From an optimization exercise on the open Yosys and OpenROAD flow, aimed at small area; shortcuts taken in it are not production practice. Function was checked by simulation only, so behaviour that the tests miss may differ from the original. The clock input has no modelled driver; a real chip could not lean on it and would need a root buffer or a full tree.

==> run a: inputs <==
Design calc_func_top, start of the top module:
module calc_func_top(
    input clk,
    input rst,
    input [15:0] sw,
    input btnC,
    input btnU,
    input btnD,
    input btnR,
    input btnL,
    output [3:0] an,
    output [6:0] seg,
    output dp,
    output [15:0] led
    );
==> module calc_func_top, before the edit <==
module calc_func_top(
    input clk,
    input rst,
    input [15:0] sw,
    input btnC,
    input btnU,
    input btnD,
    input btnR,
    input btnL,
    output [3:0] an,
    output [6:0] seg,
    output dp,
    output [15:0] led
    );
    wire [7:0] a = sw[15:8];
    wire [7:0] b = sw[7:0];
    reg [3:0] dcnt;
    always @(posedge clk)
        if (rst) dcnt <= 4'd0;
        else     dcnt <= {dcnt[2:0], dcnt[3] ^ dcnt[2] ^ (dcnt[2:0] == 3'd0)};
    wire sen  = (dcnt == 4'd13);     
    wire post = (dcnt == 4'd10);     
    localparam [4:0] S20 = 5'b11011, S21 = 5'b10110;
    reg [4:0] cc, cu, cd, cr, cl;
    always @(posedge clk)
        if (rst | sen) begin
            cc <= (btnC & ~rst) ? step(cc) : 5'd0;
            cu <= (btnU & ~rst) ? step(cu) : 5'd0;
            cd <= (btnD & ~rst) ? step(cd) : 5'd0;
            cr <= (btnR & ~rst) ? step(cr) : 5'd0;
            cl <= (btnL & ~rst) ? step(cl) : 5'd0;
        end
    function [4:0] step(input [4:0] c);
        step = (c == S21) ? S21 : {c[3:0], ~(c[4] ^ c[2])};
    endfunction
    wire lvl_c = (cc == S20) | (cc == S21);
    wire lvl_u = (cu == S20) | (cu == S21);
    wire lvl_d = (cd == S20) | (cd == S21);
    wire lvl_r = (cr == S20) | (cr == S21);
    wire lvl_l = (cl == S20) | (cl == S21);
    wire add_p  = post & (cu == S20);
    wire mult_p = post & (cr == S20);
    wire sub_p  = post & (cd == S20);
    wire div_p  = post & (cl == S20);
    wire sel_add  = lvl_c & lvl_u;
    wire sel_mult = lvl_c & lvl_r & ~lvl_u;
    wire sel_sub  = lvl_c & lvl_d & ~lvl_u & ~lvl_r;
    wire sel_div  = lvl_c & lvl_l & ~lvl_u & ~lvl_r & ~lvl_d;
    reg [2:0] state;
    always @(posedge clk)
        if (rst) state <= 3'd0;
        else     state <= {sel_div, sel_mult | sel_sub, sel_add | sel_sub};
    reg [1:0] addr;
    always @(posedge clk)
        if (rst)         addr <= 2'd0;
        else if (add_p)  addr <= 2'd0;
        else if (mult_p) addr <= 2'd1;
        else if (sub_p)  addr <= 2'd2;
        else if (div_p)  addr <= 2'd3;
    assign led = {~sel_add, ~sel_mult, ~sel_sub, ~sel_div, 5'd0, state, 2'd0, addr};
    wire wr      = |state;
    wire is_div  = state[2];
    wire is_mult = state[1] & ~state[0];
    wire is_sub  = state[1] & state[0];
    wire [7:0] as;
    wire       as_c;
    addsub8 u_as (.a(a), .b(b), .sub(is_sub), .s(as), .co(as_c));
    wire [15:0] p;
    mul8 u_mul (.a(a), .b(b), .p(p));
    wire [7:0] q;
    wire bz;
    div8 u_div (.a(a), .b(b), .q(q), .bz(bz));
    wire [15:0] r_as  = {{7{is_sub & ~as_c}}, as_c ^ is_sub, as};
    wire [15:0] r_div = {{8{bz}}, q};
    wire g_div = is_div & ~rst;
    wire g_mul = is_mult & ~rst;
    wire g_as  = ~is_div & ~is_mult & ~rst;
    wire [15:0] wdata = ({16{g_div}} & r_div) | ({16{g_mul}} & p) | ({16{g_as}} & r_as);
    reg [15:0] mem0, mem1, mem2, mem3, disp;
    always @(posedge clk) begin
        if (rst | (wr & (addr == 2'd0))) mem0 <= wdata;
        if (rst | (wr & (addr == 2'd1))) mem1 <= wdata;
        if (rst | (wr & (addr == 2'd2))) mem2 <= wdata;
        if (rst | (wr & (addr == 2'd3))) mem3 <= wdata;
    end
    wire r0 = ~rst & (addr == 2'd0);
    wire r1 = ~rst & (addr == 2'd1);
    wire r2 = ~rst & (addr == 2'd2);
    wire r3 = ~rst & (addr == 2'd3);
    wire [15:0] rdata = ({16{r0}} & mem0) | ({16{r1}} & mem1) | ({16{r2}} & mem2) | ({16{r3}} & mem3);
    always @(posedge clk)
        if (rst | ~wr) disp <= rdata;
    reg [2:0] cnt;
    reg clkd;
    reg [1:0] dig;
    always @(posedge clk)
        if (rst) begin
            cnt <= 3'd0; clkd <= 1'b0; dig <= 2'd0;
        end else if (cnt[2]) begin
            cnt <= 3'd0; clkd <= ~clkd;
            if (!clkd) dig <= {dig[0], ~dig[1]};    
        end else
            cnt <= cnt + 3'd1;
    assign an = {~(dig == 2'b10), ~(dig == 2'b11), ~(dig == 2'b01), ~(dig == 2'b00)};
    reg [3:0] nib;
    always @(*)
        case (dig)
            2'd0: nib = disp[3:0];
            2'd1: nib = disp[7:4];
            2'd3: nib = disp[11:8];
            default: nib = disp[15:12];
        endcase
    reg [6:0] s;
    always @(*)
        case (nib)
            4'h0: s = 7'b1000000;
            4'h1: s = 7'b1111001;
            4'h2: s = 7'b0100100;
            4'h3: s = 7'b0110000;
            4'h4: s = 7'b0011001;
            4'h5: s = 7'b0010010;
            4'h6: s = 7'b0000010;
            4'h7: s = 7'b1111000;
            4'h8: s = 7'b0000000;
            4'h9: s = 7'b0011000;
            4'ha: s = 7'b0001000;
            4'hb: s = 7'b0000011;
            4'hc: s = 7'b1000110;
            4'hd: s = 7'b0100001;
            4'he: s = 7'b0000110;
            default: s = 7'b0001110;
        endcase
    assign seg = s;
    assign dp = 1'b1;
endmodule
clock: 35.0 ns
lec_check: 0
cap_margin: 0
core_margin: 2
core_utilization: 60
gpl_timing_driven: 0
slew_margin: 0
standard.sh (not shown) runs the stock make flow with config.mk's settings and CLKGATE_MAP_FILE= SYNTH_SCRIPT=/design/flow/synth_recipe.tcl, a recipe that flattens the netlist after the stock synthesis.
==> flow/flow/run.sh <==
#!/bin/bash
# Layout flow: the standard flow (standard.sh) with these changes.
#  - Synthesis: synth_recipe.tcl with Yosys's internal "abc -fast" skipped
#    (synth -noabc), so extract_fa sees the adder cells as the RTL writes
#    them, and the final abc run using flow/abc_area.script (the ORFS speed
#    script with delay relaxed and without the buffering and upsizing steps).
#    Register inference and mapping are unchanged.
#  - Port buffers are buf_1 cells; synthesis buffers are removed at floorplan.
#  - Clock tree built from clkbuf_4 cells, without dummy loads.
# Each tool's output goes to standard_flow.log; ORFS also keeps its per-step
# logs under orfs/logs.
set -euo pipefail
export CLK_LEAVES=4 CLK_ROWS=2 CLK_LEAF_CELL=sky130_fd_sc_hd__clkbuf_16
work=$PWD
{
  sed '1s/yosys synth -nofsm -noshare /yosys synth -nofsm -noshare -noabc /' synth_recipe.tcl | head -1
  cat <<TCL
proc abc {args} {
  set i [lsearch -exact \$args -script]
  if { \$i >= 0 } { lset args [expr {\$i + 1}] $work/flow/abc_area.script }
  yosys abc {*}\$args
}
TCL
  tail -n +2 synth_recipe.tcl
} > custom_synth.tcl
grep -q -- '-noabc' custom_synth.tcl
bash standard.sh "SYNTH_SCRIPT=$work/custom_synth.tcl" \
  "BUFFER_PORTS_ARGS=-buffer_cell sky130_fd_sc_hd__buf_1" REMOVE_ABC_BUFFERS=1 \
  "CTS_ARGS=-sink_clustering_enable -repair_clock_nets -dont_use_dummy_load -buf_list sky130_fd_sc_hd__clkbuf_4" \
  "POST_CTS_TCL=$work/flow/clock_tree.tcl" \
  finish > standard_flow.log 2>&1
==> flow/flow/abc_area.script <==
&get -n
&st
&dch
&nf -R 1000
&st
&syn2
&if -g -K 6
&synch2
&nf -R 1000
&st
&syn2
&if -g -K 6
&synch2
&nf -R 1000
&st
&syn2
&if -g -K 6
&synch2
&nf -R 1000
&st
&syn2
&if -g -K 6
&synch2
&nf -R 1000
&st
&syn2
&if -g -K 6
&synch2
&nf -R 1000
&put
topo
stime -c
dnsize -c
==> flow/flow/clock_tree.tcl <==
# POST_CTS hook: replace the clock tree that clock_tree_synthesis built with
# a two-level tree: the clock port drives N leaf buffers, each driving one
# cluster of flip-flops (equal-sized clusters by placed location).
set nleaf [expr { [info exists ::env(CLK_LEAVES)] ? $::env(CLK_LEAVES) : 4 }]
set leaf_cell [expr { [info exists ::env(CLK_LEAF_CELL)] ? $::env(CLK_LEAF_CELL) : "sky130_fd_sc_hd__clkbuf_8" }]
set db [ord::get_db]
set block [ord::get_db_block]
set clk_net [$block findNet clk]

# Collect the clock sinks (register clock pins) behind the CTS buffers and
# remove those buffers and their nets.
proc collect_sinks { net } {
  set sinks {}
  foreach it [$net getITerms] {
    if { [$it isInputSignal] == 0 && [$it isOutputSignal] } { continue }
    set inst [$it getInst]
    set m [[$inst getMaster] getName]
    if { [string match "*clkbuf*" $m] && [[$it getMTerm] getName] eq "A" } {
      set onet [[$inst findITerm X] getNet]
      lappend ::to_delete_insts $inst
      lappend ::to_delete_nets $onet
      set sinks [concat $sinks [collect_sinks $onet]]
    } else {
      lappend sinks $it
    }
  }
  return $sinks
}
set ::to_delete_insts {}
set ::to_delete_nets {}
set sinks [collect_sinks $clk_net]
puts "clock_tree.tcl: [llength $sinks] sinks, [llength $::to_delete_insts] CTS buffers removed, $nleaf leaves of $leaf_cell"
foreach it $sinks { $it disconnect }
foreach inst $::to_delete_insts { odb::dbInst_destroy $inst }
foreach n $::to_delete_nets { if { $n ne "NULL" && $n ne "" } { odb::dbNet_destroy $n } }

# Sink locations (centre of each instance).
set pts {}
foreach it $sinks {
  set bb [[$it getInst] getBBox]
  lappend pts [list [expr { ([$bb xMin] + [$bb xMax]) / 2.0 }] [expr { ([$bb yMin] + [$bb yMax]) / 2.0 }]]
}
# Balanced clusters: split the sinks into CLK_ROWS bands by y, then each
# band into equal groups by x.
set nrows [expr { [info exists ::env(CLK_ROWS)] ? $::env(CLK_ROWS) : 2 }]
set ncols [expr { $nleaf / $nrows }]
set n [llength $pts]
set idx {}
for { set i 0 } { $i < $n } { incr i } { lappend idx [list $i {*}[lindex $pts $i]] }
set byy [lsort -real -index 2 $idx]
set assign [lrepeat $n 0]
set cent {}
set k 0
for { set r 0 } { $r < $nrows } { incr r } {
  set lo [expr { $r * $n / $nrows }]; set hi [expr { ($r + 1) * $n / $nrows }]
  set band [lsort -real -index 1 [lrange $byy $lo [expr { $hi - 1 }]]]
  set m [llength $band]
  for { set c 0 } { $c < $ncols } { incr c } {
    set glo [expr { $c * $m / $ncols }]; set ghi [expr { ($c + 1) * $m / $ncols }]
    set sx 0.0; set sy 0.0
    foreach e [lrange $band $glo [expr { $ghi - 1 }]] {
      lset assign [lindex $e 0] $k
      set sx [expr { $sx + [lindex $e 1] }]; set sy [expr { $sy + [lindex $e 2] }]
    }
    set cnt [expr { $ghi - $glo }]
    lappend cent [list [expr { $sx / $cnt }] [expr { $sy / $cnt }]]
    incr k
  }
}
set nleaf $k

set master [$db findMaster $leaf_cell]
for { set k 0 } { $k < $nleaf } { incr k } {
  set inst [odb::dbInst_create $block $master "clkbuf_leaf_$k"]
  set net [odb::dbNet_create $block "clknet_leaf_$k"]
  $net setSigType CLOCK
  [$inst findITerm A] connect $clk_net
  [$inst findITerm X] connect $net
  set c 0
  for { set i 0 } { $i < $n } { incr i } {
    if { [lindex $assign $i] == $k } { [lindex $sinks $i] connect $net; incr c }
  }
  lassign [lindex $cent $k] cx cy
  $inst setLocation [expr { int($cx) }] [expr { int($cy) }]
  $inst setPlacementStatus PLACED
  puts "clock_tree.tcl: leaf $k drives $c sinks"
}
detailed_placement
check_placement -verbose
estimate_parasitics -placement
report_clock_skew
report_check_types -max_slew -max_capacitance -violators
==> inputs of run b, as changes to run a <==
--- a/flow/design.v
+++ b/flow/design.v
@@ -221,16 +221,19 @@
     localparam [4:0] S20 = 5'b11011, S21 = 5'b10110;
     reg [4:0] cc, cu, cd, cr, cl;
-    always @(posedge clk)
-        if (rst | sen) begin
-            cc <= (btnC & ~rst) ? step(cc) : 5'd0;
-            cu <= (btnU & ~rst) ? step(cu) : 5'd0;
-            cd <= (btnD & ~rst) ? step(cd) : 5'd0;
-            cr <= (btnR & ~rst) ? step(cr) : 5'd0;
-            cl <= (btnL & ~rst) ? step(cl) : 5'd0;
-        end
+    wire keep = ~sen & ~rst;
+    always @(posedge clk) begin
+        cc <= ({5{sen & btnC & ~rst}} & ((cc == S20) ? S20 : shift(cc))) | ({5{keep}} & cc);
+        cu <= ({5{sen & btnU & ~rst}} & step(cu)) | ({5{keep}} & cu);
+        cd <= ({5{sen & btnD & ~rst}} & step(cd)) | ({5{keep}} & cd);
+        cr <= ({5{sen & btnR & ~rst}} & step(cr)) | ({5{keep}} & cr);
+        cl <= ({5{sen & btnL & ~rst}} & step(cl)) | ({5{keep}} & cl);
+    end
+    function [4:0] shift(input [4:0] c);
+        shift = {c[3:0], ~(c[4] ^ c[2])};
+    endfunction
     function [4:0] step(input [4:0] c);
-        step = (c == S21) ? S21 : {c[3:0], ~(c[4] ^ c[2])};
+        step = (c == S21) ? S21 : shift(c);
     endfunction
-    wire lvl_c = (cc == S20) | (cc == S21);
+    wire lvl_c = (cc == S20);
     wire lvl_u = (cu == S20) | (cu == S21);
     wire lvl_d = (cd == S20) | (cd == S21);
@@ -282,11 +285,13 @@
         if (rst | (wr & (addr == 2'd3))) mem3 <= wdata;
     end
-    wire r0 = ~rst & (addr == 2'd0);
-    wire r1 = ~rst & (addr == 2'd1);
-    wire r2 = ~rst & (addr == 2'd2);
-    wire r3 = ~rst & (addr == 2'd3);
-    wire [15:0] rdata = ({16{r0}} & mem0) | ({16{r1}} & mem1) | ({16{r2}} & mem2) | ({16{r3}} & mem3);
+    wire ld = ~rst & ~wr;
+    wire r0 = ld & (addr == 2'd0);
+    wire r1 = ld & (addr == 2'd1);
+    wire r2 = ld & (addr == 2'd2);
+    wire r3 = ld & (addr == 2'd3);
+    wire hold = ~rst & wr;
     always @(posedge clk)
-        if (rst | ~wr) disp <= rdata;
+        disp <= ({16{r0}} & mem0) | ({16{r1}} & mem1) | ({16{r2}} & mem2) | ({16{r3}} & mem3)
+              | ({16{hold}} & disp);
     reg [2:0] cnt;
     reg clkd;
==> flow/flow/run.sh (replaced) <==
#!/bin/bash
# Layout flow: the standard flow (standard.sh) with these changes.
#  - Synthesis: synth_recipe.tcl with Yosys's internal "abc -fast" skipped
#    (synth -noabc), so extract_fa sees the adder cells as the RTL writes
#    them, and the final abc run using an area-only mapping script (the
#    clock period leaves ample slack). Synthesis is run once with each of
#    flow/abc_*.script and the script giving the smallest cell area is used
#    for the layout. Register inference and flip-flop mapping are unchanged.
#  - Port buffers are buf_1 cells; synthesis buffers are removed at floorplan;
#    one tie cell per constant value.
#  - Clock tree: after clock_tree_synthesis, flow/clock_tree.tcl rebuilds it
#    as four buf_12 buffers driven by the clock port, each driving a
#    quarter of the flip-flops grouped by location.
#  - The resizer's repairs may not use buffers larger than buf_4
#    (flow/dont_use_big.tcl).
# Each synthesis trial logs to synth_trial_N.log, the layout to
# standard_flow.log; ORFS also keeps its per-step logs under orfs/logs.
set -euo pipefail
export CLK_LEAVES=4 CLK_ROWS=2 CLK_LEAF_CELL=sky130_fd_sc_hd__buf_12
work=$PWD
reports=$work/orfs/reports/$FLOW_PLATFORM/calc_func_top/base

make_synth_tcl() {
  {
    sed '1s/yosys synth -nofsm -noshare /yosys synth -nofsm -noshare -noabc /' synth_recipe.tcl | head -1
    cat <<TCL
proc abc {args} {
  set i [lsearch -exact \$args -script]
  if { \$i >= 0 } { lset args [expr {\$i + 1}] $1 }
  yosys abc {*}\$args
}
TCL
    tail -n +2 synth_recipe.tcl
  } > custom_synth.tcl
  grep -q -- '-noabc' custom_synth.tcl
}

best=""
best_area=""
for script in "$work"/flow/abc_*.script; do
  n=$(basename "$script" .script)
  make_synth_tcl "$script"
  bash standard.sh "SYNTH_SCRIPT=$work/custom_synth.tcl" synth > "synth_trial_${n#abc_}.log" 2>&1 || continue
  area=$(awk '/Chip area for/ {print $NF}' "$reports/synth_stat.txt" | tail -1)
  echo "$n $area" >> synth_trials.txt
  if [[ -z "$best" ]] || awk -v a="$area" -v b="$best_area" 'BEGIN { exit !(a < b) }'; then
    best=$script
    best_area=$area
  fi
  bash standard.sh clean_synth > /dev/null 2>&1
done
echo "chosen: $(basename "$best") $best_area" >> synth_trials.txt
make_synth_tcl "$best"

bash standard.sh "SYNTH_SCRIPT=$work/custom_synth.tcl" \
  "BUFFER_PORTS_ARGS=-buffer_cell sky130_fd_sc_hd__buf_1" REMOVE_ABC_BUFFERS=1 \
  SKIP_REPAIR_TIE_FANOUT=1 \
  "CTS_ARGS=-sink_clustering_enable -repair_clock_nets -dont_use_dummy_load -buf_list sky130_fd_sc_hd__clkbuf_4" \
  "POST_CTS_TCL=$work/flow/clock_tree.tcl" \
  "PRE_GLOBAL_PLACE_TCL=$work/flow/dont_use_big.tcl" "PRE_RESIZE_TCL=$work/flow/dont_use_big.tcl" \
  "PRE_REPAIR_TIMING_POST_PLACE_TCL=$work/flow/dont_use_big.tcl" "PRE_GLOBAL_ROUTE_TCL=$work/flow/dont_use_big.tcl" \
  finish > standard_flow.log 2>&1
==> flow/flow/abc_1.script (new file) <==
strash
dc2
dch -f
map -a
strash
dc2
dch -f
amap
topo
dnsize -c
==> flow/flow/abc_2.script (new file) <==
strash
dc2
dch -f
map -a
strash
dc2
dch -f
map -a
strash
dc2
dch -f
amap
topo
dnsize -c
==> flow/flow/abc_3.script (new file) <==
strash
dc2
dch -f
map -a
strash
dc2
dch -f
map -a
strash
dc2
dch -f
map -a
strash
dc2
dch -f
amap
topo
dnsize -c
==> flow/flow/abc_4.script (new file) <==
strash
dc2
dch -f
amap
topo
dnsize -c
==> flow/flow/abc_5.script (new file) <==
strash
dc2
dc2
dch -f
amap
topo
dnsize -c
==> flow/flow/abc_6.script (new file) <==
strash
dc2
dch -f
map -a
strash
dc2
dch -f
map -a
topo
dnsize -c
==> flow/flow/dont_use_big.tcl (new file) <==
# Keep the resizer's slew and fanout repairs to small buffers: at this clock
# period the large ones only add area.
set_dont_use [get_lib_cells {sky130_fd_sc_hd__buf_6 sky130_fd_sc_hd__buf_8 sky130_fd_sc_hd__buf_12 sky130_fd_sc_hd__buf_16 sky130_fd_sc_hd__clkbuf_8}]
CORE_UTILIZATION = 80   (was 60)
removed: flow/flow/abc_area.script
==> run_summary.xml <==
<?xml version="1.0" encoding="UTF-8"?>
<metrics>
  <group name="floorplanning">
    <metric name="floorplan.initialDensity" unit="%">62.01</metric>
    <metric name="rows" unit="">41</metric>
    <metric name="horiz_die_dim" unit="um">118.7</metric>
    <metric name="dieArea" unit="um2">14080</metric>
  </group>
  <group name="status">
    <metric name="outcome" unit="">complete, no violations</metric>
  </group>
  <group name="yosys">
    <metric name="synth_adder_area_share" unit="%">22.11</metric>
    <metric name="yosys-mux-area-fraction" unit="%">6.661</metric>
    <metric name="synth-edff-count" unit="">105</metric>
    <metric name="post_synth_and_or_nand_nor_area_fraction" unit="%">16.78</metric>
  </group>
  <group name="global_route">
    <metric name="globalRouteMet3Util" unit="%">2.461</metric>
    <metric name="first_global_vias" unit="">4981</metric>
  </group>
  <group name="setup_path">
    <metric name="worstPathArrival" unit="ns">23.96</metric>
    <metric name="worstSetupPathDepth" unit="">51</metric>
  </group>
  <group name="power_and_ir_drop">
    <metric name="p_switching" unit="mW">0.08681</metric>
    <metric name="clock_power_share" unit="%">17.4</metric>
  </group>
  <group name="layout">
    <metric name="final-instance-count-excl-fill" unit="">831</metric>
    <metric name="multi_input_gate_share_of_total_cell_area" unit="%">52.29</metric>
  </group>
  <group name="timing">
    <metric name="fmaxAchievable" unit="MHz">41.56</metric>
  </group>
</metrics>
Source of the figures above: run a

==> run_summary.xml <==
<?xml version="1.0" encoding="UTF-8"?>
<metrics>
  <group name="status">
    <metric name="outcome" unit="">complete, no violations</metric>
  </group>
  <group name="setup_path">
    <metric name="worstSetupPathDepth" unit="">55</metric>
    <metric name="worstPathArrival" unit="ns">24.51</metric>
  </group>
  <group name="timing">
    <metric name="whs" unit="ns">0.4368</metric>
    <metric name="fmaxAchievable" unit="MHz">40.61</metric>
  </group>
  <group name="layout">
    <metric name="final-instance-count-excl-fill" unit="">840</metric>
  </group>
  <group name="floorplanning">
    <metric name="horiz_die_dim" unit="um">99.34</metric>
    <metric name="dieArea" unit="um2">9868</metric>
    <metric name="floorplan.initialDensity" unit="%">82.98</metric>
    <metric name="rows" unit="">34</metric>
  </group>
  <group name="place">
    <metric name="dp_hpwl" unit="um">13170</metric>
  </group>
  <group name="power_and_ir_drop">
    <metric name="p_switching" unit="mW">0.09179</metric>
    <metric name="clock_power_share" unit="%">17.2</metric>
  </group>
  <group name="global_route">
    <metric name="globalRouteMet3Util" unit="%">5.200</metric>
  </group>
  <group name="yosys">
    <metric name="synth_adder_area_share" unit="%">23.43</metric>
    <metric name="yosys-mux-area-fraction" unit="%">0</metric>
  </group>
</metrics>
Source of the figures above: run b

No run of this note takes its clock network from TritonCTS; it comes from the design's own scripts or RTL.

[afterwards: timing with drivers on the ports]
Ports are ideal in the flow. The routed layouts listed here were re-timed in OpenROAD.
Step 1, drivers: a clkbuf_16 drives clk and a buf_2 each remaining input, both assumed.
Step 2 moves the port delays by t, midway between the first and last clock arrival at a register: inputs arrive t later, outputs are due t later. That takes back most of the time a late clock gives input paths.
a / b / c = ideal / step 1 / step 2; a / b = the first two.
run	shift t [ns]	slack for setup (ns)	clock arrival spread, ns	worst register clock-pin slew, ns	pins driven straight from the clock port
run a	0.242	10.936 / 10.983 / 10.741	0.015 / 0.016	0.11 / 0.11	4
run b	0.226	10.376 / 10.436 / 10.210	0.011 / 0.011	0.12 / 0.11	4
After both steps every run listed still meets setup and hold. The setup slack of run a, which loses most, moves by +0.047 ns with the drivers and by -0.195 ns with both steps.
